This design comes from an exercise in tuning for small area, a short achievable clock period and few clock cycles on the open sky130 flow, not from production work. RTL that was checked went through simulation tests only; none was proved equivalent to the original. Power and IR drop assume default switching activity.

## np_read_req_gen
module np_read_req_gen(
    input         clk,
    input         rst,
    input         transferstart,
    input         rd_dma_start_one,
    input  [63:0] dmaras,
    input  [31:0] dmarad,
    input  [31:0] dmarxs,
    input         rd_TX_des_start_one,
    input  [63:0] TX_des_addr,
    input  [2:0]  read_req_size,
    input  [15:0] req_id,
    input  [31:0] completion_pending,
    output        ready,
    output        non_posted_fifo_wren,
    output [63:0] non_posted_fifo_data,
    output [4:0]  tx_waddr,
    output [31:0] tx_wdata,
    output        tx_we
    );
Size in the first run: roughly 1400 cells after synthesis.
Settings: LEC_CHECK=0, CAP_MARGIN=20, CORE_MARGIN=2, CORE_UTILIZATION=40, PLACE_DENSITY=0.6, SETUP_SLACK_MARGIN=2.2, SLEW_MARGIN=20; clock period 4.5 ns.
standard.sh (not shown) runs the stock make flow with config.mk's settings and CLKGATE_MAP_FILE= SYNTH_SCRIPT=/design/flow/synth_recipe.tcl, a recipe that flattens the netlist after the stock synthesis.
==> flow/flow/run.sh <==
#!/bin/bash
# Standard layout, with small drive-2 buffers on the ports instead of the default delay buffers.
set -euo pipefail
export BUFFER_PORTS_ARGS="-buffer_cell sky130_fd_sc_hd__buf_2"
bash standard.sh > standard_flow.log 2>&1
Then changed:
- SETUP_SLACK_MARGIN: 2.2 -> 1.5
Effect: The new run produced a clean layout; synthesized area does not change; final cell count is lower by 4.4%; worst setup slack loses 0.28 ns; first-iteration DRC count came out lower by 33%; core utilization came out lower by 8.0 points; count of clock-buffer cells in the layout grows by 1; fmax shrinks by 9.5%.
No run of this note included a check of the RTL's function; only the layout flow was run.

========
== run A ==
Another version of the RTL of np_read_req_gen (not shown whole).
Size: about 1600 cells after synthesis, about 350 I/O pins.
export LEC_CHECK = 0
export CAP_MARGIN = 20
export CORE_MARGIN = 2
export CORE_UTILIZATION = 65
export PLACE_DENSITY = 0.8
export SETUP_SLACK_MARGIN = 2.0
export SLEW_MARGIN = 20
create_clock -name core_clock -period 4.5 [get_ports {clk}]
==> flow/flow/run.sh <==
#!/bin/bash
# Layout flow: the standard flow (standard.sh) with two changes.
#  1. Synthesis runs the standard script (synth_recipe.tcl) except that ABC maps with
#     flow/abc_delay.script (delay-driven) and adders are not pre-mapped to ripple
#     full/half-adder cells (ADDER_MAP_FILE empty). The registers, their names and cell
#     types are the same as in the standard synthesis.
#  2. Ports get sky130_fd_sc_hd__buf_1 buffers instead of the default delay-buffer cell.
# Each tool's output goes to a log file in this folder (synth.log, standard_flow.log) and
# ORFS's own logs under orfs/logs.
set -euo pipefail
here=$(pwd)
sed 's|^source \$::env(SCRIPTS_DIR)/synth.tcl$|source '"$here"'/flow/synth_delay.tcl|' synth_recipe.tcl > synth_delay_top.tcl
grep -q 'flow/synth_delay.tcl' synth_delay_top.tcl
sed 's|SYNTH_SCRIPT=[^ ]*|SYNTH_SCRIPT='"$here"'/synth_delay_top.tcl|' standard.sh > standard_delay.sh
grep -q 'synth_delay_top.tcl' standard_delay.sh
MY_ABC_SCRIPT=$here/flow/abc_delay.script ADDER_MAP_FILE= bash standard_delay.sh synth > synth.log 2>&1
export BUFFER_PORTS_ARGS="-buffer_cell sky130_fd_sc_hd__buf_1"
bash standard.sh > standard_flow.log 2>&1
==> flow/flow/abc_delay.script <==
strash
dch
map -D 1500
buffer -p
upsize -D 1500
dnsize -D 1500
stime -p
==> flow/flow/synth_delay.tcl <==
# ORFS's synth.tcl, with its ABC call given flow/abc_delay.script (a delay-driven mapping)
# in place of the platform's default ABC script. Everything else is unchanged.
set f [open $::env(SCRIPTS_DIR)/synth.tcl]
set txt [read $f]
close $f
set old {log_cmd abc {*}$abc_args}
if {[string first $old $txt] < 0} { error "synth_delay.tcl: ABC call not found in synth.tcl" }
set txt [string map [list $old {log_cmd abc -script $::env(MY_ABC_SCRIPT) {*}[lrange $abc_args 2 end]}] $txt]
uplevel #0 $txt
Run A finished all stages; the layout is clean.
## Diff of input files: run B against run A
- SETUP_SLACK_MARGIN: 2.0 -> 2.4
- PLACE_DENSITY: 0.8 -> 0.7
- CORE_UTILIZATION: 65 -> 55
- Run B | status: complete | timing, DRC, antenna: pass
- Run B — routed wire length about 30% higher, run A as reference
- Run B ends up with a design area that is 23% higher than in run A.
- Higher setup slack after layout goes to run A over run B.
- Run A → run B: growth of design area from synthesis to finish grew by 28 points; clock distribution power fell about 9%.
- Fraction of final layout cells with drive strength greater than 1 | run B above run A
- Summary of run B over run A: portion of total power attributed to the clock network now smaller; critical path depth now larger; power share of the combinational group now larger.
- In the floorplan summary, run B is listed with a die area greater than that of run A.
- Compared with run A, run B degrades fmax.
> inputs changed (run B -> run C)
- SETUP_SLACK_MARGIN: 2.4 -> 1.5
### Flow results
- Result for run C and run B: all clean
- Of run C and run B, the lower utilization belongs to run C.
- Cmp run C vs run B: overall power of the completed layout lower in run C
- Going from run B to run C, number of multi-input combinational cells in the layout essentially unchanged; fraction of power consumed by the clock network increased 6.1 points; pre-CTS worst setup slack increased 76 ps; final worst slack decreased 230 ps.
- Of run C and run B, the run reporting the lower placer's final routability congestion estimate was run B.
- Per the comparison of run C with run B, part of the power in registers went up; cell area went down; sequential share of layout area went up.
No run of this note included a check of the RTL's function; only the layout flow was run.

========
== fjord ==
Another version of the RTL of np_read_req_gen (not shown whole).
For scale: roughly 180 flip-flops, about 11000 um2 of cells after synthesis.
==> flow/design.v (excerpt) <==
module np_read_req_gen(
    input         clk,
    input         rst,
    input         transferstart,
    input         rd_dma_start_one,
    input  [63:0] dmaras,
    input  [31:0] dmarad,
    input  [31:0] dmarxs,
    input         rd_TX_des_start_one,
    input  [63:0] TX_des_addr,
    input  [2:0]  read_req_size,
    input  [15:0] req_id,
    input  [31:0] completion_pending,
    output        ready,
    output        non_posted_fifo_wren,
    output [63:0] non_posted_fifo_data,
    output [4:0]  tx_waddr,
    output [31:0] tx_wdata,
    output        tx_we
    );
Settings: LEC_CHECK=0, CAP_MARGIN=20, CORE_MARGIN=2, CORE_UTILIZATION=50, PLACE_DENSITY=0.6, SETUP_SLACK_MARGIN=2.0, SLEW_MARGIN=20; clock period 4.5 ns.
Scripts as last shown in full above: flow/flow/run.sh, flow/flow/abc_delay.script, flow/flow/synth_delay.tcl
fjord went all the way through the flow, and no timing, DRC or antenna check failed.
[inputs] zinc vs fjord
Settings: swapping 50 for 55 in CORE_UTILIZATION; swapping 2.0 for 2.15 in SETUP_SLACK_MARGIN; swapping 0.6 for 0.7 in PLACE_DENSITY.
Results
zinc has completed all stages; timing, DRC and antenna checks passed.
zinc consumes more power than fjord does.
Going from fjord to zinc, die area went down, total clock network power went up, flip-flop and latch count did not really move, post-layout instance area went up, non-clock buffer count went up.
Looking at launch point of the worst path, the s_w1$_DFF_P_ result is from fjord; the w2f$_DFF_P_ one comes from zinc.
[compare] base=fjord new=zinc: critical path depth now sits at about the same level, maximum frequency increased 0.010 GHz, layout clock buffer count decreased 2, maximum fanout count along the critical path increased by 33 relative to the old numbers.
> inputs changed (zinc -> yarrow)
Settings: SETUP_SLACK_MARGIN now 2.0, was 2.15; CTS_BUF_LIST now sky130_fd_sc_hd__clkbuf_8, previously not set.
## What came out
Diff zinc and yarrow: layout net count higher in zinc
The hold slack number comes out higher for yarrow vs zinc.
When the final numbers for zinc and yarrow were put side by side, the critical path depth turned out to be smaller in yarrow.
Global-route met3 utilization: zinc and yarrow compared, lower one is zinc
Setup changes, yarrow to nickel
Settings: CTS_BUF_LIST removed (was sky130_fd_sc_hd__clkbuf_8).
## What came out
- Timing, DRC, antenna: 0 failures across nickel and yarrow
- Compared to yarrow, the routing of nickel uses more wire.
- Reported for nickel and yarrow, final RePlAce weighted congestion turned out identical to the last digit.
- yarrow ended up with sky130_fd_sc_hd__nand2_1 as its most common cell after layout, fill and taps aside; nickel ended up with sky130_fd_sc_hd__buf_1.
- nickel: overall power after layout 6.2% above yarrow
- Compared with yarrow, nickel shows a proportion of power drawn by the clock network that is 5.1 points higher.
- nickel reports its termination of the worst setup path as non_posted_fifo_data[44] while yarrow reports non_posted_fifo_data[2].
- Diff yarrow..nickel | cell area | negligible
- Critical path depth | nickel above yarrow
- The count of nets after finishing was comparable across nickel and yarrow.
- Compared yarrow against nickel; count of non-filler cells in the finished layout within noise.
The following lists how cedar was set up differently from nickel:
Settings: changing SETUP_SLACK_MARGIN from 2.0 to 2.3.
==> comparison <==
Delta(worst-case hold slack, cedar - nickel) > 0
Any difference in area inside the core boundary between cedar and nickel is small enough to ignore.
Changes observed in cedar relative to nickel: first-iteration DRC count went up 69, final critical-path share of the clock period went down, depth of the CTS H-tree barely changed, clock network power share moved down.
Number of cells on the critical path sits higher in cedar than in nickel.
cedar gives more post-route cell area than nickel did.
The setup slack of cedar is larger than that of nickel.
No functional check of the RTL was part of any run of this note.

========
np_read_req_gen, a different RTL version from the one above (not shown whole).
Size: about 1400 cells after synthesis, roughly 180 flip-flops, ~12000 µm² of cells after synthesis.
export LEC_CHECK = 0
export CAP_MARGIN = 20
export CORE_MARGIN = 2
export CORE_UTILIZATION = 40
export PLACE_DENSITY = 0.6
export SETUP_SLACK_MARGIN = 1.5
export SLEW_MARGIN = 20
create_clock -name core_clock -period 4.5 [get_ports {clk}]
==> flow/flow/run.sh <==
#!/bin/bash
# Standard layout, with small drive-2 buffers on the ports instead of the default delay buffers.
set -euo pipefail
export BUFFER_PORTS_ARGS="-buffer_cell sky130_fd_sc_hd__buf_2"
bash standard.sh > standard_flow.log 2>&1
Testbench counts at the start, summed over its fixed seeds: cycles 52,910.
Edit:
==> flow/flow/run.sh (replaced) <==
#!/bin/bash
# Standard layout, with small drive-1 buffers on the ports instead of the default delay buffers.
set -euo pipefail
export BUFFER_PORTS_ARGS="-buffer_cell sky130_fd_sc_hd__buf_1"
bash standard.sh > standard_flow.log 2>&1
Settings changed: CORE_UTILIZATION 40 to 55, PLACE_DENSITY 0.6 to 0.7.
The changed run passed the timing, DRC and antenna checks.
Wire length came out lower by roughly a tenth.
Hold slack improved by 0.0085 ns.
Sequential share of layout area grows by 0.93 points.
Edit:
==> flow/flow/run.sh (replaced) <==
#!/bin/bash
# Standard layout, with small drive-2 buffers on the ports instead of the default delay buffers.
set -euo pipefail
export BUFFER_PORTS_ARGS="-buffer_cell sky130_fd_sc_hd__buf_2"
bash standard.sh > standard_flow.log 2>&1
Settings changed: CORE_UTILIZATION 55 to 40, PLACE_DENSITY 0.7 to 0.6, SETUP_SLACK_MARGIN 1.5 to 2.0, TNS_END_PERCENT set to 10.
Count of clock-buffer cells in the layout is higher by 1.
Total power is higher by about 0.6%.
Global-route usage is lower by 4.7 points.
Critical path depth is higher by 2.
Via count is higher by about 2%.
Die area is higher by about 36%.
Maximum frequency is higher by 5.4%.

========
the baseline:
np_read_req_gen, a different RTL version from the one above (not shown whole).
For scale: about 1600 cells after synthesis, about 350 I/O pins.
Settings: LEC_CHECK=0, CAP_MARGIN=20, CORE_MARGIN=2, CORE_UTILIZATION=55, PLACE_DENSITY=0.7, SETUP_SLACK_MARGIN=1.5, SLEW_MARGIN=20; clock period 4.5 ns.
==> flow/flow/run.sh <==
#!/bin/bash
# Layout flow: the standard flow (standard.sh) with two changes.
#  1. Synthesis runs the standard script (synth_recipe.tcl) except that ABC maps with
#     flow/abc_delay.script (delay-driven) and adders are not pre-mapped to ripple
#     full/half-adder cells (ADDER_MAP_FILE empty). The registers, their names and cell
#     types are the same as in the standard synthesis.
#  2. Ports get sky130_fd_sc_hd__buf_1 buffers instead of the default delay-buffer cell.
# Each tool's output goes to a log file in this folder (synth.log, standard_flow.log) and
# ORFS's own logs under orfs/logs.
set -euo pipefail
here=$(pwd)
sed 's|^source \$::env(SCRIPTS_DIR)/synth.tcl$|source '"$here"'/flow/synth_delay.tcl|' synth_recipe.tcl > synth_delay_top.tcl
grep -q 'flow/synth_delay.tcl' synth_delay_top.tcl
sed 's|SYNTH_SCRIPT=[^ ]*|SYNTH_SCRIPT='"$here"'/synth_delay_top.tcl|' standard.sh > standard_delay.sh
grep -q 'synth_delay_top.tcl' standard_delay.sh
MY_ABC_SCRIPT=$here/flow/abc_delay.script ADDER_MAP_FILE= bash standard_delay.sh synth > synth.log 2>&1
export BUFFER_PORTS_ARGS="-buffer_cell sky130_fd_sc_hd__buf_1"
bash standard.sh > standard_flow.log 2>&1
Scripts as last shown in full above: flow/flow/abc_delay.script, flow/flow/synth_delay.tcl
Testbench counts of the baseline, summed over its fixed seeds: cycles 52,910.
--- input diff the baseline..the candidate ---
- a change of SETUP_SLACK_MARGIN from 1.5 to 2.0
Findings:
The candidate finished every step from synthesis to the final layout, and the layout passed the timing, DRC and antenna checks. Reported for the baseline and the candidate, number of hold violations in the final report turned out identical to the last digit. Delta (the candidate minus the baseline): final worst-path cycle share dropped 8.7 points; placer congestion estimate dropped about 2.1%; fraction of area in multi-input gates -0.75 points; setup slack of the critical path after layout picked up an extra 390 ps. The candidate against the baseline; fmax is up by more than 10%. The lower actual transition at the worst max-transition pin of the baseline and the candidate is in the candidate. The total power draw of the candidate was inferior to that of the baseline.

## re-timing with driven ports
In the flow no input, the clock included, has a driving cell. The finished layouts below were timed again as built, in two steps.
Step 1 (the two cells are an assumption about what drives the block):
set clk [get_ports {clk}]
set_driving_cell -lib_cell sky130_fd_sc_hd__clkbuf_16 $clk
set_driving_cell -lib_cell sky130_fd_sc_hd__buf_2 [delete_from_list [all_inputs] $clk]
Step 2 moves the port delays by t, midway between the first and last clock arrival at a register: inputs arrive t later, outputs are due t later. That takes back most of the time a late clock gives input paths.
Slacks: ideal / step 1 / step 2; pairs: ideal / step 1.
run | shift t [ns] | slack for setup (ns) | clock arrival spread, ns
the first run of note 1 | 0.473 | 1.855 / 1.855 / 1.634 | 0.015 / 0.015
the second run of note 1 | 0.476 | 1.578 / 1.525 / 1.251 | 0.017 / 0.017
run A | 0.481 | 1.991 / 1.944 / 1.633 | 0.010 / 0.010
run B | 0.500 | 1.791 / 1.790 / 1.715 | 0.019 / 0.020
run C | 0.473 | 1.563 / 1.515 / 1.452 | 0.011 / 0.011
fjord | 0.474 | 1.997 / 1.951 / 1.684 | 0.012 / 0.012
zinc | 0.494 | 2.058 / 2.009 / 1.705 | 0.010 / 0.010
yarrow | 0.524 | 1.967 / 1.924 / 1.606 | 0.017 / 0.017
nickel | 0.482 | 1.970 / 1.923 / 1.627 | 0.012 / 0.011
cedar | 0.489 | 2.064 / 2.014 / 1.823 | 0.012 / 0.012
the first run of note 4 | 0.473 | 1.655 / 1.655 / 1.250 | 0.015 / 0.015
the second run of note 4 | 0.472 | 1.611 / 1.611 / 1.409 | 0.012 / 0.012
the third run of note 4 | 0.479 | 1.760 / 1.760 / 1.598 | 0.018 / 0.018
the baseline | 0.482 | 1.606 / 1.557 / 1.192 | 0.016 / 0.017
the candidate | 0.490 | 1.998 / 1.950 / 1.565 | 0.016 / 0.017
After both steps every run listed still meets setup and hold. The setup slack of the candidate, which loses most, moves by -0.048 ns with the drivers and by -0.433 ns with both steps.
